Source: an optimization exercise on an open RTL-to-GDS flow (aim: small area). Production flows keep margins and buffers that such runs may drop.
The RTL was checked by simulation tests, not by an equivalence proof against the original design.
Power figures rest on the tool's default switching activity, not on a simulated workload.

## alpha
==> flow/design.v <==
module edge_detector_s
(
  input clock, reset, din,
  output rising_confirma
);
  localparam [16:0] S1300 = 17'b11101100010001000;   
  reg        m;
  reg        s0;
  reg [16:1] sh;      
  reg        rdy;
  localparam [16:1] INV = 16'b0101010101010101;
  wire [16:0] s = {sh ^ INV, s0};
  wire zero16 = (s[15:0] == 16'd0);
  wire fb     = s[16] ^ s[13] ^ zero16;
  wire last   = s[16] && zero16;                     
  wire rearm  = !din && rdy;
  always @(posedge clock or posedge reset)
    if (reset) begin
      m  <= 1'b0;
      s0 <= 1'b0;
    end else begin
      m  <= m ? !rearm : s0;
      s0 <= m ? (!rearm && fb) : (!s0 && din);
    end
  always @(posedge clock) begin
    sh  <= (m ? s[15:0] : 16'd0) ^ INV;
    rdy <= m && ((s == S1300) || (rdy && !last));
  end
  assign rising_confirma = !m && s0;
endmodule
module dspl_drv_NexysA7
(
  input clock, reset,
  input [2:0] code,           
  output reg [2:0] nxt,       
  output reg [7:0] an,
  output reg [7:0] dec_ddp
);
  localparam [9:0] PH_RESET = 10'b1111100000, PH_ADV = 10'b0000111000;
  reg [9:0] ph;
  reg       shown;
  reg [2:0] sel;
  wire adv = (ph == PH_ADV);
  always @(posedge clock or posedge reset)
    if (reset) begin
      ph    <= PH_RESET;
      nxt   <= 3'd0;
      shown <= 1'b0;
    end else begin
      ph <= {ph[8:0], (ph[9] ^ ph[2]) | adv};
      if (adv) begin
        nxt   <= nxt + 3'd1;
        shown <= 1'b1;
      end
    end
  always @(posedge clock)
    if (adv) sel <= code;
  wire [2:0] cur = nxt - 3'd1;    
  localparam [6:0] G_0 = 7'b0000001, G_1 = 7'b1001111, G_2 = 7'b0010010, G_3 = 7'b0000110,
                   G_4 = 7'b1001100, G_J = 7'b1000111, G_S = 7'b0100100, G_E = 7'b0110000,
                   G_T = 7'b0001111, G_U = 7'b1000001, G_P = 7'b0011000, G_B = 7'b1100000,
                   G_C = 7'b0110001, G_L = 7'b1110001, G_Y = 7'b1000100, G_G = 7'b0100001,
                   G_SP = 7'b1111111, G_DASH = 7'b1111110;
  reg [6:0] seg;
  always @* begin
    if (cur == 3'd7 || cur == 3'd2)
      case (sel)
        3'd0: seg = G_0;
        3'd1: seg = G_1;
        3'd2: seg = G_2;
        3'd3: seg = G_3;
        3'd4: seg = G_4;
        3'd5: seg = G_DASH;
        3'd6: seg = (cur == 3'd7) ? G_B : G_E;
        default: seg = (cur == 3'd7) ? G_J : G_T;
      endcase
    else if (sel == 3'd5) seg = G_DASH;
    else
      case (cur)
        3'd0: case (sel) 3'd0, 3'd1: seg = G_P; 3'd2, 3'd3: seg = G_S; 3'd4: seg = G_C; default: seg = G_E; endcase
        3'd1: case (sel) 3'd0, 3'd1: seg = G_U; 3'd2, 3'd3: seg = G_S; 3'd4: seg = G_SP; default: seg = G_Y; endcase
        3'd3: case (sel) 3'd0, 3'd1: seg = G_E; 3'd2, 3'd3: seg = G_U; 3'd4: seg = G_SP; default: seg = G_S; endcase
        3'd4: case (sel) 3'd0, 3'd1: seg = G_S; 3'd2, 3'd3: seg = G_G; 3'd4: seg = G_SP; default: seg = G_L; endcase
        3'd5: case (sel) 3'd4: seg = G_B; 3'd6, 3'd7: seg = G_L; default: seg = G_SP; endcase
        default: case (sel) 3'd0, 3'd2: seg = G_1; 3'd1, 3'd3: seg = G_2; 3'd4: seg = G_SP; default: seg = G_U; endcase
      endcase
  end
  always @* begin
    an = 8'hFF;
    if (shown) an[cur] = 1'b0;
    dec_ddp = shown ? {seg, 1'b1} : 8'b00000010;
  end
endmodule
module BullsAndCows (
    input clock,
    input reset,
    input confirma_rising,
    input [15:0] SW,
    input [2:0] nxt,             
    output [15:0] led,
    output reg [2:0] code        
);
localparam [3:0] S1  = 4'd0,   
                 S2  = 4'd1,   
                 G   = 4'd2,   
                 WIN = 4'd3,
                 CK1 = 4'd4,   
                 CK2 = 4'd5,
                 CKG = 4'd6,
                 R0  = 4'd8,   
                 R1  = 4'd9,
                 R2  = 4'd10,
                 R3  = 4'd11,
                 R4  = 4'd12;
assign led = 16'b0;
reg [3:0]  st;
reg        p;         
reg [15:0] sec1, sec2, g;
reg crd;       
always @(posedge clock) crd <= confirma_rising;
wire cr = crd;
wire half_diff = (g[3:0] != g[7:4]) && (g[11:8] != g[15:12]) && (g[3:0] != g[11:8]);
reg  diff1;
always @(posedge clock) diff1 <= half_diff;
wire is_diff = diff1 && half_diff;
wire [15:0] sec = p ? sec1 : sec2;
wire [3:0] eq = {g[7:4] == sec[15:12], g[7:4] == sec[11:8],
                 g[7:4] == sec[7:4],   g[7:4] == sec[3:0]};
wire bull = eq[~st[1:0]];
wire cow  = !bull && (eq != 4'd0);
wire inR    = st[3];
wire load   = ((st == S1) || (st == S2) || (st == G)) && !cr;
wire allbull = g[0] && g[4] && g[8] && g[12];
always @(posedge clock or posedge reset)
    if (reset) st <= S1;
    else case (st)
        S1:  if (cr) st <= CK1;
        S2:  if (cr) st <= CK2;
        G:   if (cr) st <= CKG;
        CK1: st <= is_diff ? S2 : S1;
        CK2: st <= is_diff ? G  : S2;
        CKG: st <= is_diff ? R0 : G;
        R0:  st <= R1;
        R1:  st <= R2;
        R2:  st <= R3;
        R3:  st <= R4;
        R4:  if (cr) st <= allbull ? WIN : G;
        WIN: if (cr) st <= S1;
        default: st <= S1;
    endcase
always @(posedge clock) begin
    if (st == CK2) p <= 1'b0;
    else if (st == R4 && cr) p <= !p;
    if (st == S1 && !cr) sec1 <= SW;
    if (st == S2 && !cr) sec2 <= SW;
    if (load) g <= SW;
    else begin
        g <= {g[11:0], g[15:12]};
        if (inR && !st[2]) g[9:8] <= {cow, bull};
    end
end
wire [3:0] done = {st[2] | st[1], st[2] | st[1] | st[0], st[2], st[2] | (st[1] & st[0])} & {4{inR}};
wire [3:0] cnt_bits = (nxt == 3'd7) ? {g[12], g[8], g[4], g[0]} : {g[13], g[9], g[5], g[1]};
wire [3:0] cb = cnt_bits & {done[3], done[2], done[1], done[0]};
wire [2:0] count = cb[0] + cb[1] + cb[2] + cb[3];
wire cpos = (nxt == 3'd7) || (nxt == 3'd2);
always @* begin
    if (inR)                 code = cpos ? count : 3'd4;
    else if (st[2])          code = 3'd5;
    else case (st[1:0])
        2'd3:    code = 3'd6;                                         
        2'd2:    code = (nxt == 3'd7) ? 3'd7 : cpos ? 3'd6 : {2'b01, p};  
        default: code = cpos ? 3'd7 : {2'b00, st[0]};                 
    endcase
end
endmodule
module top_nexys_a7 (
    input clock,
    input reset,
    input confirma,
    input logic[15:0] SW,
    output logic[15:0] LED,
    output logic [7:0] AN,
    output logic [7:0] DIGIT
);
logic confirma_rising;
logic [2:0] code;
logic [2:0] nxt;
dspl_drv_NexysA7 display(
    .clock(clock),
    .reset(reset),
    .code(code),
    .nxt(nxt),
    .an(AN),
    .dec_ddp(DIGIT)
);
BullsAndCows game(
    .clock(clock),
    .reset(reset),
    .confirma_rising(confirma_rising),
    .SW(SW),
    .nxt(nxt),
    .led(LED),
    .code(code)
);
edge_detector_s borda(
    .clock(clock),
    .reset(reset),
    .din(confirma),
    .rising_confirma(confirma_rising)
);
endmodule
Settings: LEC_CHECK=0, CAP_MARGIN=20, CORE_MARGIN=2, CORE_UTILIZATION=40, CTS_BUF_LIST=sky130_fd_sc_hd__clkbuf_8, SLEW_MARGIN=20; clock period 10.0 ns.
standard.sh (not shown) runs the stock make flow with config.mk's settings and CLKGATE_MAP_FILE= SYNTH_SCRIPT=/design/flow/synth_recipe.tcl, a recipe that flattens the netlist after the stock synthesis.
==> flow/flow/run.sh <==
#!/bin/bash
# The standard layout (standard.sh), with three changes: ports are buffered
# with the smallest buffer, clock tree synthesis inserts no dummy loads, and
# the single constant driver of LED is not split into one tie cell per port.
set -euo pipefail
export BUFFER_PORTS_ARGS="-buffer_cell sky130_fd_sc_hd__buf_1"
export CTS_ARGS="-sink_clustering_enable -repair_clock_nets -buf_list sky130_fd_sc_hd__clkbuf_8 -dont_use_dummy_load"
export SKIP_REPAIR_TIE_FANOUT=1
bash standard.sh > standard.log 2>&1
> inputs changed (alpha -> beta)
--- a/flow/design.v
+++ b/flow/design.v
@@ -3,30 +3,29 @@
   input clock, reset, din,
   output rising_confirma
 );
   localparam [16:0] S1300 = 17'b11101100010001000;   
   reg        m;
   reg        s0;
-  reg [16:1] sh;      
+  reg [16:1] sh;
   reg        rdy;
-  localparam [16:1] INV = 16'b0101010101010101;
-  wire [16:0] s = {sh ^ INV, s0};
-  wire zero16 = (s[15:0] == 16'd0);
-  wire fb     = s[16] ^ s[13] ^ zero16;
-  wire last   = s[16] && zero16;                     
+  wire [16:0] s = {sh, s0};
+  wire zero15 = (s[15:0] == 16'd0);
+  wire fb     = s[16] ^ s[13] ^ zero15;
+  wire last   = s[16] && zero15;                     
   wire rearm  = !din && rdy;
   always @(posedge clock or posedge reset)
     if (reset) begin
       m  <= 1'b0;
       s0 <= 1'b0;
     end else begin
       m  <= m ? !rearm : s0;
       s0 <= m ? (!rearm && fb) : (!s0 && din);
     end
   always @(posedge clock) begin
-    sh  <= (m ? s[15:0] : 16'd0) ^ INV;
+    sh  <= m ? s[15:0] : 16'd0;
     rdy <= m && ((s == S1300) || (rdy && !last));
   end
   assign rising_confirma = !m && s0;
 endmodule
 module dspl_drv_NexysA7
 (
@@ -36,13 +35,13 @@
   output reg [7:0] an,
   output reg [7:0] dec_ddp
 );
   localparam [9:0] PH_RESET = 10'b1111100000, PH_ADV = 10'b0000111000;
   reg [9:0] ph;
   reg       shown;
-  reg [2:0] sel;
+  reg [2:0] pend, sel;
   wire adv = (ph == PH_ADV);
   always @(posedge clock or posedge reset)
     if (reset) begin
       ph    <= PH_RESET;
       nxt   <= 3'd0;
       shown <= 1'b0;
@@ -50,14 +49,16 @@
       ph <= {ph[8:0], (ph[9] ^ ph[2]) | adv};
       if (adv) begin
         nxt   <= nxt + 3'd1;
         shown <= 1'b1;
       end
     end
-  always @(posedge clock)
-    if (adv) sel <= code;
+  always @(posedge clock) begin
+    pend <= code;
+    if (adv) sel <= pend;
+  end
   wire [2:0] cur = nxt - 3'd1;    
   localparam [6:0] G_0 = 7'b0000001, G_1 = 7'b1001111, G_2 = 7'b0010010, G_3 = 7'b0000110,
                    G_4 = 7'b1001100, G_J = 7'b1000111, G_S = 7'b0100100, G_E = 7'b0110000,
                    G_T = 7'b0001111, G_U = 7'b1000001, G_P = 7'b0011000, G_B = 7'b1100000,
                    G_C = 7'b0110001, G_L = 7'b1110001, G_Y = 7'b1000100, G_G = 7'b0100001,
                    G_SP = 7'b1111111, G_DASH = 7'b1111110;
@@ -113,26 +114,23 @@
                  R3  = 4'd11,
                  R4  = 4'd12;
 assign led = 16'b0;
 reg [3:0]  st;
 reg        p;         
 reg [15:0] sec1, sec2, g;
-reg crd;       
-always @(posedge clock) crd <= confirma_rising;
-wire cr = crd;
-wire half_diff = (g[3:0] != g[7:4]) && (g[11:8] != g[15:12]) && (g[3:0] != g[11:8]);
-reg  diff1;
-always @(posedge clock) diff1 <= half_diff;
-wire is_diff = diff1 && half_diff;
+wire cr = confirma_rising;
+wire is_diff = (g[3:0]  != g[7:4])  && (g[3:0]  != g[11:8]) && (g[3:0] != g[15:12]) &&
+               (g[7:4]  != g[11:8]) && (g[7:4]  != g[15:12]) &&
+               (g[11:8] != g[15:12]);
 wire [15:0] sec = p ? sec1 : sec2;
-wire [3:0] eq = {g[7:4] == sec[15:12], g[7:4] == sec[11:8],
-                 g[7:4] == sec[7:4],   g[7:4] == sec[3:0]};
+wire [3:0] eq = {g[3:0] == sec[15:12], g[3:0] == sec[11:8],
+                 g[3:0] == sec[7:4],   g[3:0] == sec[3:0]};
 wire bull = eq[~st[1:0]];
 wire cow  = !bull && (eq != 4'd0);
 wire inR    = st[3];
-wire load   = ((st == S1) || (st == S2) || (st == G)) && !cr;
+wire load   = (st == S1) || (st == S2) || (st == G);
 wire allbull = g[0] && g[4] && g[8] && g[12];
 always @(posedge clock or posedge reset)
     if (reset) st <= S1;
     else case (st)
         S1:  if (cr) st <= CK1;
         S2:  if (cr) st <= CK2;
@@ -148,21 +146,21 @@
         WIN: if (cr) st <= S1;
         default: st <= S1;
     endcase
 always @(posedge clock) begin
     if (st == CK2) p <= 1'b0;
     else if (st == R4 && cr) p <= !p;
-    if (st == S1 && !cr) sec1 <= SW;
-    if (st == S2 && !cr) sec2 <= SW;
+    if (st == S1) sec1 <= SW;
+    if (st == S2) sec2 <= SW;
     if (load) g <= SW;
     else begin
         g <= {g[11:0], g[15:12]};
-        if (inR && !st[2]) g[9:8] <= {cow, bull};
+        if (inR && !st[2]) g[5:4] <= {cow, bull};
     end
 end
-wire [3:0] done = {st[2] | st[1], st[2] | st[1] | st[0], st[2], st[2] | (st[1] & st[0])} & {4{inR}};
+wire [3:0] done = {st[2] | (st[1] & st[0]), st[2] | st[1], st[2] | st[1] | st[0], st[2]} & {4{inR}};
 wire [3:0] cnt_bits = (nxt == 3'd7) ? {g[12], g[8], g[4], g[0]} : {g[13], g[9], g[5], g[1]};
 wire [3:0] cb = cnt_bits & {done[3], done[2], done[1], done[0]};
 wire [2:0] count = cb[0] + cb[1] + cb[2] + cb[3];
 wire cpos = (nxt == 3'd7) || (nxt == 3'd2);
 always @* begin
     if (inR)                 code = cpos ? count : 3'd4;
### Flow results
alpha did not stop at any stage, and its layout met the timing, DRC and antenna checks. Per the final summary, beta finished and its layout is clean on timing, DRC and antenna. Compared with alpha, beta shows a lower clock power share. beta vs. alpha: endpoint arrival time on the critical path fell 40 ps, synthesized area rose 3.8%. The higher global-route wire length before repair of alpha and beta is in beta. In the metrics for alpha and beta, the one carrying the higher post-route clock period utilization is alpha.

-- port drivers added, routing unchanged --
How much do the figures lean on ideal ports? The routed layouts below were timed once more, with nothing changed but the port constraints.
Step 1 assumes that a clkbuf_16 drives the clock port and a buf_2 every other input.
Step 2, shift: input delay + t, output delay - t, t = (earliest + latest rising clock arrival at the registers) / 2. This alone moves slack from input paths to output paths.
Slacks: no drivers / after step 1 / after step 2; pairs: no drivers / after step 1.
| run | t, ns | setup WS [ns] | slew at the worst register clock pin (ns) |
|---|---|---|---|
| alpha | 0.386 | 4.748 / 4.719 / 5.105 | 0.08 / 0.08 |
| beta | 0.380 | 4.795 / 4.764 / 5.143 | 0.09 / 0.09 |
After both steps setup and hold are still met in every run listed.
